Context: an optimization exercise on an open-source flow, tuned for small area, a short achievable clock period and few clock cycles per item. The choices shown serve that exercise and are no tape-out recipe.
No functional check of the RTL was part of any run shown here.

[flow/config.mk]
export PLATFORM = sky130hd
export DESIGN_NAME = NTTN
export DESIGN_NICKNAME = NTTN
export VERILOG_FILES = /design/flow/design.v
export SDC_FILE = /design/flow/constraint.sdc
export NUM_CORES = 4
export LEC_CHECK = 0
export ABC_CLOCK_PERIOD_IN_PS = 3500
export CAP_MARGIN = 20
export CORE_MARGIN = 2
export CORE_UTILIZATION = 40
export SLEW_MARGIN = 20
[flow/constraint.sdc]
create_clock -name core_clock -period 7.5 [get_ports {clk}]
set_input_delay 1.5000 -clock core_clock [delete_from_list [all_inputs] [get_ports {clk}]]
set_output_delay 1.5000 -clock core_clock [all_outputs]
set_load 0.01 [all_outputs]
[flow/design.v]
localparam NM = 4;    
localparam T0 = 62;   
module ModMult #(parameter NM = 4)
              (input clk,
               input  [13:0] A, B,
               input  [13:0] q,
               output [13:0] C);
wire [7:0] qH = q[13:6];
function [22:0] rnd23;
    input [27:0] t;
    input [7:0]  qh;
    reg [5:0] m;
    reg [13:0] mq;
    begin
        m = -t[5:0];
        mq = m * qh;
        rnd23 = t[27:6] + (|t[5:0]) + mq;
    end
endfunction
reg [27:0] p0;
reg [22:0] p1;
reg [16:0] p2;
always @(posedge clk) begin
    p0 <= A * B;
    p1 <= rnd23(p0, qH);
    p2 <= rnd23({5'd0, p1}, qH);
end
wire [14:0] p3w = rnd23({11'd0, p2}, qH);
reg  [14:0] p3;
generate if (NM == 5) begin : g5
    always @(posedge clk) p3 <= p3w;
end else begin : g4
    always @(*) p3 = p3w;
end endgenerate
wire [15:0] p3q = {1'b0, p3} - {2'b0, q};
reg  [13:0] Cr;
always @(posedge clk) Cr <= p3q[15] ? p3[13:0] : p3q[13:0];
assign C = Cr;
endmodule
module NTT_ROM(input [6:0] cnt, output reg v, output reg pa, output reg [3:0] aa,
               output reg [3:0] ab, output reg [3:0] tw, output reg [1:0] sa,
               output reg [1:0] sb, output reg sw);
always @(*) begin
    v = 1'b0; pa = 1'b0; aa = 4'd0; ab = 4'd0; tw = 4'd0; sa = 2'd0; sb = 2'd0; sw = 1'b0;
    case (cnt)
    7'd18: begin v = 1'b1; pa = 1'b0; aa = 4'd0; ab = 4'd8; tw = 4'd0; sa = 2'd0; sb = 2'd3; sw = 1'b0; end
    7'd19: begin v = 1'b1; pa = 1'b1; aa = 4'd0; ab = 4'd8; tw = 4'd1; sa = 2'd0; sb = 2'd3; sw = 1'b0; end
    7'd20: begin v = 1'b1; pa = 1'b1; aa = 4'd1; ab = 4'd9; tw = 4'd2; sa = 2'd0; sb = 2'd3; sw = 1'b0; end
    7'd21: begin v = 1'b1; pa = 1'b0; aa = 4'd1; ab = 4'd9; tw = 4'd3; sa = 2'd0; sb = 2'd3; sw = 1'b0; end
    7'd22: begin v = 1'b1; pa = 1'b1; aa = 4'd2; ab = 4'd10; tw = 4'd4; sa = 2'd0; sb = 2'd3; sw = 1'b0; end
    7'd23: begin v = 1'b1; pa = 1'b0; aa = 4'd2; ab = 4'd10; tw = 4'd5; sa = 2'd0; sb = 2'd3; sw = 1'b0; end
    7'd24: begin v = 1'b1; pa = 1'b0; aa = 4'd3; ab = 4'd11; tw = 4'd6; sa = 2'd0; sb = 2'd3; sw = 1'b0; end
    7'd25: begin v = 1'b1; pa = 1'b1; aa = 4'd3; ab = 4'd11; tw = 4'd7; sa = 2'd0; sb = 2'd3; sw = 1'b0; end
    7'd26: begin v = 1'b1; pa = 1'b1; aa = 4'd4; ab = 4'd12; tw = 4'd8; sa = 2'd0; sb = 2'd3; sw = 1'b0; end
    7'd27: begin v = 1'b1; pa = 1'b0; aa = 4'd4; ab = 4'd12; tw = 4'd9; sa = 2'd0; sb = 2'd3; sw = 1'b0; end
    7'd28: begin v = 1'b1; pa = 1'b0; aa = 4'd5; ab = 4'd13; tw = 4'd10; sa = 2'd0; sb = 2'd3; sw = 1'b0; end
    7'd29: begin v = 1'b1; pa = 1'b1; aa = 4'd5; ab = 4'd13; tw = 4'd11; sa = 2'd0; sb = 2'd3; sw = 1'b0; end
    7'd30: begin v = 1'b1; pa = 1'b0; aa = 4'd6; ab = 4'd14; tw = 4'd12; sa = 2'd0; sb = 2'd3; sw = 1'b0; end
    7'd31: begin v = 1'b1; pa = 1'b1; aa = 4'd6; ab = 4'd14; tw = 4'd13; sa = 2'd0; sb = 2'd3; sw = 1'b0; end
    7'd32: begin v = 1'b1; pa = 1'b1; aa = 4'd7; ab = 4'd15; tw = 4'd14; sa = 2'd0; sb = 2'd3; sw = 1'b0; end
    7'd33: begin v = 1'b1; pa = 1'b0; aa = 4'd7; ab = 4'd15; tw = 4'd15; sa = 2'd0; sb = 2'd3; sw = 1'b0; end
    7'd34: begin v = 1'b1; pa = 1'b1; aa = 4'd0; ab = 4'd4; tw = 4'd2; sa = 2'd0; sb = 2'd0; sw = 1'b0; end
    7'd35: begin v = 1'b1; pa = 1'b1; aa = 4'd1; ab = 4'd5; tw = 4'd4; sa = 2'd0; sb = 2'd0; sw = 1'b0; end
    7'd36: begin v = 1'b1; pa = 1'b0; aa = 4'd1; ab = 4'd5; tw = 4'd6; sa = 2'd0; sb = 2'd0; sw = 1'b0; end
    7'd37: begin v = 1'b1; pa = 1'b0; aa = 4'd0; ab = 4'd4; tw = 4'd0; sa = 2'd0; sb = 2'd0; sw = 1'b0; end
    7'd38: begin v = 1'b1; pa = 1'b0; aa = 4'd2; ab = 4'd6; tw = 4'd10; sa = 2'd0; sb = 2'd0; sw = 1'b0; end
    7'd39: begin v = 1'b1; pa = 1'b1; aa = 4'd2; ab = 4'd6; tw = 4'd8; sa = 2'd0; sb = 2'd0; sw = 1'b0; end
    7'd40: begin v = 1'b1; pa = 1'b1; aa = 4'd3; ab = 4'd7; tw = 4'd14; sa = 2'd0; sb = 2'd0; sw = 1'b0; end
    7'd41: begin v = 1'b1; pa = 1'b0; aa = 4'd3; ab = 4'd7; tw = 4'd12; sa = 2'd0; sb = 2'd0; sw = 1'b0; end
    7'd42: begin v = 1'b1; pa = 1'b0; aa = 4'd11; ab = 4'd15; tw = 4'd14; sa = 2'd0; sb = 2'd0; sw = 1'b1; end
    7'd43: begin v = 1'b1; pa = 1'b1; aa = 4'd10; ab = 4'd14; tw = 4'd10; sa = 2'd0; sb = 2'd0; sw = 1'b1; end
    7'd44: begin v = 1'b1; pa = 1'b1; aa = 4'd0; ab = 4'd2; tw = 4'd4; sa = 2'd0; sb = 2'd1; sw = 1'b0; end
    7'd45: begin v = 1'b1; pa = 1'b0; aa = 4'd0; ab = 4'd2; tw = 4'd0; sa = 2'd0; sb = 2'd1; sw = 1'b0; end
    7'd46: begin v = 1'b1; pa = 1'b0; aa = 4'd1; ab = 4'd3; tw = 4'd12; sa = 2'd0; sb = 2'd1; sw = 1'b0; end
    7'd47: begin v = 1'b1; pa = 1'b1; aa = 4'd1; ab = 4'd3; tw = 4'd8; sa = 2'd0; sb = 2'd1; sw = 1'b0; end
    7'd48: begin v = 1'b1; pa = 1'b1; aa = 4'd9; ab = 4'd13; tw = 4'd6; sa = 2'd0; sb = 2'd0; sw = 1'b1; end
    7'd49: begin v = 1'b1; pa = 1'b0; aa = 4'd4; ab = 4'd6; tw = 4'd4; sa = 2'd0; sb = 2'd0; sw = 1'b1; end
    7'd50: begin v = 1'b1; pa = 1'b0; aa = 4'd8; ab = 4'd12; tw = 4'd2; sa = 2'd0; sb = 2'd0; sw = 1'b1; end
    7'd51: begin v = 1'b1; pa = 1'b1; aa = 4'd5; ab = 4'd7; tw = 4'd12; sa = 2'd0; sb = 2'd0; sw = 1'b1; end
    7'd52: begin v = 1'b1; pa = 1'b1; aa = 4'd0; ab = 4'd1; tw = 4'd8; sa = 2'd0; sb = 2'd1; sw = 1'b0; end
    7'd53: begin v = 1'b1; pa = 1'b0; aa = 4'd2; ab = 4'd3; tw = 4'd8; sa = 2'd0; sb = 2'd0; sw = 1'b1; end
    7'd54: begin v = 1'b1; pa = 1'b1; aa = 4'd11; ab = 4'd15; tw = 4'd12; sa = 2'd0; sb = 2'd0; sw = 1'b1; end
    7'd55: begin v = 1'b1; pa = 1'b1; aa = 4'd8; ab = 4'd12; tw = 4'd0; sa = 2'd0; sb = 2'd0; sw = 1'b1; end
    7'd56: begin v = 1'b1; pa = 1'b1; aa = 4'd4; ab = 4'd6; tw = 4'd0; sa = 2'd0; sb = 2'd0; sw = 1'b1; end
    7'd57: begin v = 1'b1; pa = 1'b0; aa = 4'd10; ab = 4'd14; tw = 4'd8; sa = 2'd0; sb = 2'd0; sw = 1'b1; end
    7'd58: begin v = 1'b1; pa = 1'b0; aa = 4'd4; ab = 4'd5; tw = 4'd8; sa = 2'd0; sb = 2'd0; sw = 1'b1; end
    7'd59: begin v = 1'b1; pa = 1'b0; aa = 4'd5; ab = 4'd7; tw = 4'd8; sa = 2'd0; sb = 2'd0; sw = 1'b1; end
    7'd60: begin v = 1'b1; pa = 1'b1; aa = 4'd9; ab = 4'd11; tw = 4'd12; sa = 2'd0; sb = 2'd0; sw = 1'b1; end
    7'd61: begin v = 1'b1; pa = 1'b0; aa = 4'd9; ab = 4'd13; tw = 4'd4; sa = 2'd0; sb = 2'd0; sw = 1'b1; end
    7'd62: begin v = 1'b1; pa = 1'b0; aa = 4'd8; ab = 4'd10; tw = 4'd4; sa = 2'd0; sb = 2'd0; sw = 1'b1; end
    7'd63: begin v = 1'b1; pa = 1'b1; aa = 4'd6; ab = 4'd7; tw = 4'd8; sa = 2'd0; sb = 2'd0; sw = 1'b1; end
    7'd64: begin v = 1'b1; pa = 1'b1; aa = 4'd8; ab = 4'd10; tw = 4'd0; sa = 2'd0; sb = 2'd0; sw = 1'b1; end
    7'd65: begin v = 1'b1; pa = 1'b0; aa = 4'd13; ab = 4'd15; tw = 4'd12; sa = 2'd0; sb = 2'd0; sw = 1'b1; end
    7'd66: begin v = 1'b1; pa = 1'b1; aa = 4'd12; ab = 4'd14; tw = 4'd4; sa = 2'd0; sb = 2'd0; sw = 1'b1; end
    7'd67: begin v = 1'b1; pa = 1'b0; aa = 4'd9; ab = 4'd11; tw = 4'd8; sa = 2'd1; sb = 2'd0; sw = 1'b1; end
    7'd68: begin v = 1'b1; pa = 1'b0; aa = 4'd8; ab = 4'd9; tw = 4'd8; sa = 2'd1; sb = 2'd0; sw = 1'b1; end
    7'd69: begin v = 1'b1; pa = 1'b1; aa = 4'd10; ab = 4'd11; tw = 4'd8; sa = 2'd0; sb = 2'd0; sw = 1'b1; end
    7'd70: begin v = 1'b1; pa = 1'b1; aa = 4'd13; ab = 4'd15; tw = 4'd8; sa = 2'd0; sb = 2'd0; sw = 1'b1; end
    7'd71: begin v = 1'b1; pa = 1'b0; aa = 4'd12; ab = 4'd14; tw = 4'd0; sa = 2'd0; sb = 2'd0; sw = 1'b1; end
    7'd72: begin v = 1'b1; pa = 1'b1; aa = 4'd12; ab = 4'd13; tw = 4'd8; sa = 2'd1; sb = 2'd0; sw = 1'b1; end
    7'd73: begin v = 1'b1; pa = 1'b0; aa = 4'd14; ab = 4'd15; tw = 4'd8; sa = 2'd0; sb = 2'd0; sw = 1'b1; end
    default: ;
    endcase
end
endmodule
module NTTN (input             clk, reset,
             input             load_w,
             input             load_data,
             input             start,
             input             start_intt,
             input      [13:0] din,
             output reg        done,
             output reg [13:0] dout);
localparam NM = 4;    
localparam T0 = 62;   
localparam LS = 2 + NM;        
localparam RUN0 = 34;          
reg        lw_r, ld_r, st_r, sti_r;
reg [13:0] din_r;
always @(posedge clk or posedge reset) begin
    if (reset) begin
        lw_r <= 1'b0; ld_r <= 1'b0; st_r <= 1'b0; sti_r <= 1'b0;
    end else begin
        lw_r <= load_w; ld_r <= load_data; st_r <= start; sti_r <= start_intt;
    end
end
always @(posedge clk) din_r <= din;
reg        wact;
reg [6:0]  wcnt;
reg        act;
reg [6:0]  cnt;
reg        dirv, intt;
wire       hold = (cnt == RUN0) && !dirv && !st_r && !sti_r;
wire       intt_now = dirv ? intt : sti_r;
always @(posedge clk or posedge reset) begin
    if (reset) begin
        wact <= 1'b0; wcnt <= 7'd0;
    end else if (lw_r) begin
        wact <= 1'b1; wcnt <= 7'd0;
    end else if (wact) begin
        wcnt <= wcnt + 7'd1;
        if (wcnt == 7'd65) wact <= 1'b0;
    end
end
always @(posedge clk or posedge reset) begin
    if (reset) begin
        act <= 1'b0; cnt <= 7'd0; dirv <= 1'b0; intt <= 1'b0;
    end else if (ld_r) begin
        act <= 1'b1; cnt <= 7'd2; dirv <= 1'b0;
    end else if (act) begin
        if ((st_r || sti_r) && !dirv) begin
            dirv <= 1'b1; intt <= sti_r;
        end
        if (!hold) cnt <= cnt + 7'd1;
        if (cnt == T0 + 31) act <= 1'b0;
    end
end
reg [13:0] Tr [0:15];
reg [3:0]  tph;
reg [13:0] q;
integer i;
always @(posedge clk) begin
    for (i = 0; i < 15; i = i + 1) Tr[i] <= Tr[i + 1];
    Tr[15] <= (wact && wcnt < 7'd16) ? din_r : Tr[0];
    tph <= (wact && wcnt == 7'd15) ? 4'd0 : tph + 4'd1;
    if (wact && wcnt == 7'd64) q <= din_r;
end
wire       r_v, r_pa, r_sw;
wire [3:0] r_aa, r_ab, r_tw;
wire [1:0] r_sa, r_sb;
NTT_ROM rom(.cnt(cnt), .v(r_v), .pa(r_pa), .aa(r_aa), .ab(r_ab), .tw(r_tw),
            .sa(r_sa), .sb(r_sb), .sw(r_sw));
wire issue = act && r_v && !hold;
reg  [13:0] B0 [0:15];
reg  [13:0] B1 [0:15];
wire [3:0]  ra0 = r_pa ? r_ab : r_aa;
wire [3:0]  ra1 = r_pa ? r_aa : r_ab;
wire [13:0] rd0 = B0[ra0];
wire [13:0] rd1 = B1[ra1];
wire [13:0] W0, W1;
wire [3:0]  wa0, wa1;
wire        we0, we1;
wire [13:0] va_rf = r_pa ? rd1 : rd0;
wire [13:0] vb_rf = r_pa ? rd0 : rd1;
wire [13:0] va_w  = r_pa ? W1 : W0;
wire [13:0] vb_w  = r_pa ? W0 : W1;
wire [13:0] xsel  = r_sa[0] ? va_w : va_rf;
wire [13:0] ysel  = r_sb[1] ? din_r : r_sb[0] ? vb_w : vb_rf;
reg [13:0] X, Y, TW, TW1, D1, S1;
always @(posedge clk) begin
    X  <= xsel;
    Y  <= ysel;
    TW <= Tr[r_tw - tph];
end
wire [14:0] s_raw = X + Y;
wire [15:0] s_q   = {1'b0, s_raw} - {2'b0, q};
wire [14:0] d_raw = {1'b0, X} - {1'b0, Y};
wire [13:0] d_q   = d_raw[13:0] + q;
always @(posedge clk) begin
    S1  <= s_q[15] ? s_raw[13:0] : s_q[13:0];
    D1  <= d_raw[14] ? d_q : d_raw[13:0];
    TW1 <= TW;
end
wire [13:0] DM;
ModMult #(.NM(NM)) mm(.clk(clk), .A(D1), .B(TW1), .q(q), .C(DM));
reg [13:0] SD [1:NM];
always @(posedge clk) begin
    SD[1] <= S1;
    for (i = 2; i <= NM; i = i + 1) SD[i] <= SD[i - 1];
end
reg        tv [1:LS];
reg        tpa [1:LS];
reg        tsw [1:LS];
reg [3:0]  taa [1:LS];
reg [3:0]  tab [1:LS];
always @(posedge clk or posedge reset) begin
    if (reset) begin
        for (i = 1; i <= LS; i = i + 1) tv[i] <= 1'b0;
    end else begin
        tv[1] <= issue;
        for (i = 2; i <= LS; i = i + 1) tv[i] <= tv[i - 1];
    end
end
always @(posedge clk) begin
    tpa[1] <= r_pa; tsw[1] <= r_sw & intt_now; taa[1] <= r_aa; tab[1] <= r_ab;
    for (i = 2; i <= LS; i = i + 1) begin
        tpa[i] <= tpa[i - 1]; tsw[i] <= tsw[i - 1]; taa[i] <= taa[i - 1]; tab[i] <= tab[i - 1];
    end
end
wire [13:0] val_a = tsw[LS] ? DM : SD[NM];
wire [13:0] val_b = tsw[LS] ? SD[NM] : DM;
wire [13:0] Wop0  = tpa[LS] ? val_b : val_a;
wire [13:0] Wop1  = tpa[LS] ? val_a : val_b;
assign W0 = Wop0;
assign W1 = Wop1;
wire [4:0]  lj   = cnt[4:0] - 5'd2;
wire        dinw = act && (cnt >= 7'd2) && (cnt <= 7'd17);
wire        ljp  = ^lj;
wire [13:0] B0in = dinw ? din_r : W0;
wire [13:0] B1in = dinw ? din_r : W1;
assign wa0 = dinw ? lj[4:1] : (tpa[LS] ? tab[LS] : taa[LS]);
assign wa1 = dinw ? lj[4:1] : (tpa[LS] ? taa[LS] : tab[LS]);
assign we0 = dinw ? !ljp : tv[LS];
assign we1 = dinw ?  ljp : tv[LS];
always @(posedge clk) begin
    if (we0) B0[wa0] <= B0in;
    if (we1) B1[wa1] <= B1in;
end
function [13:0] madd;
    input [13:0] a, b, qq;
    reg [14:0] s; reg [15:0] t;
    begin
        s = a + b; t = {1'b0, s} - {2'b0, qq};
        madd = t[15] ? s[13:0] : t[13:0];
    end
endfunction
function [13:0] msub;
    input [13:0] a, b, qq;
    reg [14:0] d;
    begin
        d = {1'b0, a} - {1'b0, b};
        msub = d[14] ? d[13:0] + qq : d[13:0];
    end
endfunction
function [13:0] div32;
    input [13:0] x;
    input [7:0]  qh;
    reg [4:0] m;
    reg [12:0] mq;
    begin
        m = -x[4:0];
        mq = m * qh;
        div32 = x[13:5] + (|x[4:0]) + {mq, 1'b0};
    end
endfunction
wire [6:0]  oc   = cnt - (T0 - 4);
wire        oact = act && (cnt >= T0 - 4);
wire [2:0]  oblk = oc[4:2];
wire        opar = ^oblk;
wire [3:0]  oa0  = {oblk, oc[0] ^ opar};
wire [3:0]  oa1  = {oblk, ~(oc[0] ^ opar)};
wire [13:0] o0   = B0[oa0];
wire [13:0] o1   = B1[oa1];
reg  [13:0] Ey0, Ey2, F1, F3, Z0, Z2, R1;
wire [6:0]  oc2  = oc - 7'd2;
wire [1:0]  orr  = oc2[1:0];
wire        osw4 = intt && (oblk != 3'd0);
wire        osub = orr[0] ^ (intt && !(oc2[4:2] == 3'd0 && !orr[1]));
wire [13:0] opa  = orr[1] ? Z2 : Z0;
wire [13:0] opb  = orr[1] ? F3 : F1;
wire [13:0] ysum = madd(Ey0, Ey2, q);
wire [13:0] ydif = msub(Ey0, Ey2, q);
always @(posedge clk) begin
    Ey0 <= opar ? o1 : o0;
    Ey2 <= opar ? o0 : o1;
    if (oc[1:0] == 2'd1) begin
        F1 <= opar ? o0 : o1;
        F3 <= opar ? o1 : o0;
        Z0 <= osw4 ? ydif : ysum;
        Z2 <= osw4 ? ysum : ydif;
    end
    R1   <= osub ? msub(opa, opb, q) : madd(opa, opb, q);
    dout <= intt ? div32(R1, q[13:6]) : R1;
end
always @(posedge clk or posedge reset) begin
    if (reset) done <= 1'b0;
    else       done <= act && (cnt == T0 - 2);
end
endmodule
[flow/run.sh]
#!/bin/bash
# synth_recipe.tcl (not shown) runs the flow's synth.tcl, then flattens the netlist and writes it again
# the make line also repeats each setting of config.mk as NAME=value (left out here)
make -C /OpenROAD-flow-scripts/flow DESIGN_CONFIG=/design/flow/config.mk WORK_HOME=/design/flow/orfs CLKGATE_MAP_FILE= SYNTH_SCRIPT=/design/flow/synth_recipe.tcl finish
==> results of run 1 <==
state kept, by name (all words and copies together) (netlist names), 17 cells and up:
name and count:
B0 224, B1 224, Tr 224, SD 56, mm.p0 28, taa 24
tab 24, mm.p1 23, mm.p2 17
cells in the final DEF, fill, tap and decap left out, types with 29 or more instances in the layout:
cell             synthesis  routed
a211oi_1                38      37
nand2_1                500     500
a21oi_1                276     256
xnor2_1                185     180
nor2_1                 308     308
o21ai_0                197     196
clkbuf_16                0     120
xor2_1                  96      94
o21a_1                  33      33
a221oi_1                42      42
ha_1                   427     424
fa_1                   282     281
buf_4                   24     131
and3_1                  34      34
nor3_1                  71      71
and2_1                 167     167
dfxtp_1                580     580
mux2_2                 121     118
a22oi_1                 29      29
nand2b_1                48      48
mux4_2                 217     217
clkdlybuf4s50_1          0      34
mux2i_1                238     238
nand3_1                 72      72
a21o_1                  52      52
edfxtp_1               518     518
inv_1                  497     497
o21bai_1                33      33
nor2b_1                 42      42
final cells by class:
type                       count  area [sq um]
tap                         2175          2721
timing repair buffer         167          1364
clock inverter                80         862.1
fill                       14920         89980
sequential                  1127         27890
inverter                     506          1902
antenna                        6         15.01
multi-input combinational   3842         34720
clock buffer                 142          3126
cells by family after synthesis:
logic type | Yosys count
buffers and inverters | 756
adder cells (fa/ha/maj) | 709
AND/OR/NAND/NOR | 1338
XOR/XNOR | 282
flip-flops | 1127
AO/OA/AOI/OAI | 936
multiplexers | 577
routing by layer:
| layer | global-route usage (%) | vias to the layer above | share of wire, % | wire [um] |
|---|---|---|---|---|
| li1 | - | 20370 | - | - |
| met1 | 29.36 | 21800 | 44 | 79390 |
| met2 | 34.05 | 1365 | 46 | 82610 |
| met3 | 3.814 | 332 | 6.6 | 11910 |
| met4 | 7.934 | 12 | 4.1 | 7378 |
| met5 | 0 | - | 0.050 | 90 |
metrics by stage:
stage / util (%) / worst slack, ps / area (sq um)
floorplan: - / 820.3 / 65370
global placement: 42.14 / 356.0 / 68520
detailed placement: 42.16 / 313.5 / 68540
CTS: 44.61 / 261.8 / 72530
global route: 44.65 / 72.84 / 72600
finish: 44.66 / 516.1 / 72600
timing repair:
action | 4_1_cts | 5_1_grt
endpoints found under the hold margin | 0 | 0
endpoints found under the setup margin | 0 | 11
resized for setup | 0 | 2
how the worst max path moves through the flow:
stage | slack [ps] | to | cells after the start
4_1_cts | 260 | mm.Cr[1] | 25
5_1_grt | 70 | mm.Cr[8] | 25
3_5_place_dp | 310 | mm.Cr[1] | 25
6_report | 520 | mm.Cr[1] | 25
2_1_floorplan | 820 | mm.Cr[10] | 24
3_3_place_gp | 360 | mm.Cr[6] | 25
==> impl_metrics.csv, run 1 <==
group,metric,value,unit
placed_design,dp.cells,7817,
detailed_routing,antenna_left,0,
setup_path,worstReg2RegStart,"mm.p2[0]",
timing,worst_slew_pin_slew,1176,ps
timing,finalSetupTns,0,ps
floorplan,core.rowCount,148,
logic_synthesis,netlist_area,0.06537,sq mm
setup_path,critPathSlowestCell,"fa_1",
detailed_routing,finalWirelength,181400,um
logic_synthesis,muxShareOfSynthArea,13.22,%
timing,finalMaxSlewViolations,0,
timing,finalHoldViolations,0,
logic_synthesis,synth-compound-area-share,9.368,%
placed_design,port_buffers,34,
cts,clk_latency,770,ps
setup_path,reg2reg_depth,25,
finish,syn2layout_area_growth,11.07,%
cts,cts_tree,"built",
cts,hold_buffers,0,
logic_synthesis,synth_common_cells,"580 x dfxtp_1, 518 x edfxtp_1, 500 x nand2_1",
logic_synthesis,ys_top_cells_by_area,"edfxtp_1 24%, dfxtp_1 18%, fa_1 8.6%, ha_1 8.2%, mux4_2 7.5%",
worst_hold_path,min_delay_path_depth,0,
logic_synthesis,synth-seq-cells,1127,
timing,setup_viol,0,
logic_synthesis,syn_inst,5725,
setup_path,crit_buf_inv,5,
placed_design,hpwlAfterDp,132200,um
global_routing,gr-total-overflow,0,
cts,cts_root_buf,"clkbuf_16",
detailed_routing,drtIter0Drc,3704,
cts,cts_setup_buffers,0,
global_routing,antenna_found_initial,12,
logic_synthesis,avgSynthCellArea,11.42,sq um
setup_path,path_common_cell,"fa_1",
cts,clkTransAtPathRegs,60,ps
finish,layout.cells.non_filler,8045,
setup_path,crit_path_end_kind,"flop",
floorplan,initial_core_util,40.21,%
logic_synthesis,ys_seq_area_share,42.67,%
setup_path,path_delay_family,"adder cells",
worst_hold_path,holdPathEnd,"Tr[4][12]",
timing,finalClockSkew,48.88,ps
timing,max_freq,0.1432,GHz
timing,period_needed,6984,ps
detailed_routing,wl_per_cell,22.55,um
logic_synthesis,ys_warn_count,10,
finish,nets,6490,
setup_path,cp.required,8140,ps
setup_path,critical_path.max_stage_delay,540,ps
detailed_routing,drc,0,
timing,rsz0062_at_grt,"false",
detailed_routing,vias,43880,
floorplan,die_area,0.1667,sq mm
placed_design,gp_congestion,0.9523,
logic_synthesis,yosys.area_share.simple,9.546,%
global_routing,track_usage,21.46,%
logic_synthesis,synth_most_common_cell,"dfxtp_1",
timing,hold_ws,308.3,ps
logic_synthesis,synth_xor_xnor_area_share,3.807,%
setup_path,arrival,7620,ps
logic_synthesis,synth_top_area_cell,"edfxtp_1",
logic_synthesis,synth-adder-area-share,16.81,%
logic_synthesis,synth_fp_nets,6454,
detailed_routing,avgViaCountPerCell,5.454,
finish,drive_gt1_share,12.74,%
cts,clk_path_buf_depth,3,
logic_synthesis,synthArstFlopShare,2.573,%
floorplan,die_h,408.3,um
job,drv_cap,0,
cts,h-tree-depth,3,
floorplan,die_x,408.3,um
outcome,outcome,"no timing/DRC/antenna violations",
setup_path,path_class,"flop to flop",
logic_synthesis,synthDistinctLibCells,87,
setup_path,startpoint,"mm.p2[0]",
logic_synthesis,ys.flop_type,"dfxtp_1",
setup_path,critPathMaxFanout,13,
setup_path,r2r_slack,520,ps
timing,slew_headroom,21.44,%
logic_synthesis,synth_edf_count,518,
cts,cts_sinks,1127,
setup_path,start_kind,"flop",
worst_hold_path,min_from,"Tr[5][12]",
cts,cts_made_buffers,117,
worst_hold_path,min_path_type,"flop to flop",
timing,post-route-period-util,93.12,%
floorplan,core_area,0.1626,sq mm
detailed_routing,dr.pass1.iters,6,
logic_synthesis,synth_top_cell_area_share,23.80,%
setup_path,rr_endpoint,"mm.Cr[1]",
global_routing,grt_pass1_vias,43180,
global_routing,grt_max_degree,65,
global_routing,grt_pass1_wl,272000,um
logic_synthesis,synth_top_family_by_area,"adder cells",
floorplan,pin_count,35,
==> inputs of run 2 (changes only) <==
--- a/flow/config.mk
+++ b/flow/config.mk
@@ -11,2 +11,3 @@
 export CORE_UTILIZATION = 40
+export SETUP_SLACK_MARGIN = 3.5
 export SLEW_MARGIN = 20
==> run 2 against run 1 <==
  * Flip-flop and latch count unchanged
  * First-iteration DRC count up 25%
  * Wire length up 11%
  * Highest routed layer unchanged
  * Utilization up 6.3 points
  * Still clean on timing, DRC and antenna
  * Largest cell class unchanged
  * Global-route usage up 1.7 points
==> impl_metrics.csv, run 2 <==
group,metric,value,unit
outcome,outcome,"no timing/DRC/antenna violations",
floorplan,die_area,0.1667,sq mm
setup_path,critPathSlowestCell,"fa_1",
logic_synthesis,synth-seq-cells,1127,
detailed_routing,top_layer,"met5",
setup_path,path_common_cell,"fa_1",
finish,n_fill_cell,13980,
detailed_routing,dr.pass1.iters,6,
timing,rsz0062_at_grt,"true",
setup_path,critical_path.max_stage_delay,580,ps
job,drv_cap,0,
floorplan,core.rowCount,148,
global_routing,grt_pass1_vias,45910,
timing,period_needed,6240,ps
setup_path,rr_endpoint,"mm.Cr[10]",
global_routing,gr-total-overflow,0,
logic_synthesis,syn_inst,5725,
timing,finalMaxSlewViolations,0,
worst_hold_path,min_path_type,"flop to flop",
cts,h-tree-depth,3,
timing,post-route-period-util,83.20,%
floorplan,die_h,408.3,um
global_routing,grt_pass1_wl,292900,um
logic_synthesis,synth_edf_count,518,
timing,worst_slew_pin_slew,1137,ps
cts,cts_root_buf,"clkbuf_16",
setup_path,r2r_slack,1260,ps
finish,final_area,0.08278,sq mm
logic_synthesis,netlist_area,0.06537,sq mm
logic_synthesis,ys_top_cells_by_area,"edfxtp_1 24%, dfxtp_1 18%, fa_1 8.6%, ha_1 8.2%, mux4_2 7.5%",
cts,cts_sinks,1127,
setup_path,arrival,6880,ps
placed_design,port_buffers,34,
logic_synthesis,avgSynthCellArea,11.42,sq um
cts,clk_latency,780,ps
cts,clkTransAtPathRegs,60,ps
cts,clk_path_buf_depth,3,
setup_path,cp.required,8140,ps
finish,syn2layout_area_growth,26.64,%
global_routing,track_usage,23.12,%
setup_path,crit_buf_inv,5,
setup_path,startpoint,"mm.p2[0]",
setup_path,cp-endpoint,"mm.Cr[10]",
setup_path,reg2reg_depth,25,
timing,finalWorstSetupSlack,1260,ps
setup_path,path_delay_family,"adder cells",
logic_synthesis,ys_seq_area_share,42.67,%
logic_synthesis,synth_top_cell_area_share,23.80,%
logic_synthesis,synthArstFlopShare,2.573,%
setup_path,crit_path_end_kind,"flop",
cts,cts_tree,"built",
finish,fin_util,50.92,%
finish,mostFrequentLayoutCell,"dfxtp_1",
detailed_routing,dr_wl_met3,16850,um
detailed_routing,vias,47440,
detailed_routing,finalWirelength,200500,um
floorplan,initial_core_util,40.21,%
detailed_routing,avgViaCountPerCell,5.581,
timing,setup_viol,0,
timing,finalClockSkew,71.68,ps
finish,mostFrequentLayoutCells,"535 x dfxtp_1, 518 x edfxtp_1, 454 x nand2_1",
floorplan,die_x,408.3,um
logic_synthesis,synth_top_area_cell,"edfxtp_1",
global_routing,grt_max_degree,60,
detailed_routing,antenna_left,0,
setup_path,path_depth,25,
setup_path,worstReg2RegStart,"mm.p2[0]",
logic_synthesis,ys_warn_count,10,
logic_synthesis,synth_most_common_cell,"dfxtp_1",
finish,drive_gt1_share,30.58,%
floorplan,pin_count,35,
finish,nets,6950,
setup_path,critPathMaxFanout,5,
floorplan,core_area,0.1626,sq mm
logic_synthesis,synth_fp_nets,6454,
setup_path,start_kind,"flop",
setup_path,path_class,"flop to flop",
logic_synthesis,synthDistinctLibCells,87,
detailed_routing,wl_per_cell,23.59,um
placed_design,place_ws,743.2,ps
finish,top_regs,"B0 x224, B1 x224, Tr x224",
timing,finalHoldViolations,0,
logic_synthesis,ys.flop_type,"dfxtp_1",
timing,slew_headroom,24.02,%
global_routing,antenna_found_initial,15,
cts,cts_made_buffers,117,
placed_design,gp_congestion,0.9362,
detailed_routing,drtIter0Drc,4614,
detailed_routing,m1WireLength,83500,um
detailed_routing,wl_met2,91100,um
timing,finalSetupTns,0,ps
detailed_routing,drc,0,
placed_design,hpwlAfterDp,130800,um
timing,max_freq,0.1602,GHz
logic_synthesis,synth_common_cells,"580 x dfxtp_1, 518 x edfxtp_1, 500 x nand2_1",
placed_design,placed_area,0.06913,sq mm
-- run 2: cell counts after synthesis --
Identical to the previous run, type by type.
-- run 2: area by class of cell --
cell class	count	area [sq um]	share of cell area (%)
clock buffer	150	3273	3.954
timing repair buffer	617	6299	7.608
sequential	1127	28030	33.86
clock inverter	69	715.7	0.8645
tap	2175	2721	3.287
antenna	4	10.01	0.01209
multi-input combinational	3852	39730	47.99
inverter	506	2004	2.421
-- run 2: metrics by stage --
stage	std cells	hold WS, ps
after floorplan	5725	309.5
final	8500	294.3
after global routing	8497	312.7
after CTS	8286	308.1
after global placement	7779	310.1
after detailed placement	7781	312.1
-- run 2: logic make-up (layout without fill, tap and decap cells) --
family | Yosys count | count (layout) | synth area share (%)
AO/OA/AOI/OAI | 936 | 936 | 9.368
XOR/XNOR | 282 | 282 | 3.807
adder cells (fa/ha/maj) | 709 | 709 | 16.81
buffers and inverters | 756 | 1342 | 4.579
flip-flops | 1127 | 1127 | 42.67
multiplexers | 577 | 585 | 13.22
other | 0 | 4 | 0
AND/OR/NAND/NOR | 1338 | 1340 | 9.546
-- run 2: worst min path at each step --
stage / slack (ps) / from / endpoint / cells after the start
after detailed placement: 310 / S1[1] / SD[1][1] / 0
final: 290 / taa[3][0] / taa[4][0] / 0
after global placement: 310 / taa[3][2] / taa[4][2] / 0
after floorplan: 310 / TW[2] / TW1[2] / 0
after CTS: 310 / taa[5][1] / taa[6][1] / 0
after global routing: 310 / taa[5][1] / taa[6][1] / 0
-- run 2: per-layer routing --
metal  GRT usage [%]  up-vias
li1                -    21340
met1           31.67    23790
met2           35.85     1897
met3           4.500      406
met4           9.594       10
met5               0        -
-- run 2: timing repair --
action	in CTS	in global routing
hold buffers	0	0
pin swaps	181	316
resized for setup	506	666
gates cloned	28	8
buffers inserted	258	202
endpoints found under the setup margin	981	410

[separate check: timing with driven ports]
How much do the figures lean on ideal ports? The routed layouts below were timed once more, with nothing changed but the port constraints. Step 1 sets driving cells, clkbuf_16 on the clock port and buf_2 on the other inputs (assumed; they add their load-dependent delay and slew). Step 2 adds t to the input delays and takes it off the output delays; t is the mean of the earliest and latest rising clock arrival at the registers after step 1. Input paths then give back, and output paths get back, about the clock's delay inside the block. Slacks: ideal / step 1 / step 2; pairs: ideal / step 1.
| run | t (ns) | slack for setup (ns) | slew at the worst register clock pin (ns) | pins driven straight from the clock port |
|---|---|---|---|---|
| run 1 | 0.825 | 0.516 / 0.516 / 0.516 | 0.07 / 0.07 | 1 |
| run 2 | 0.830 | 1.260 / 1.260 / 1.260 | 0.07 / 0.07 | 1 |
After both steps every run listed still meets setup and hold.
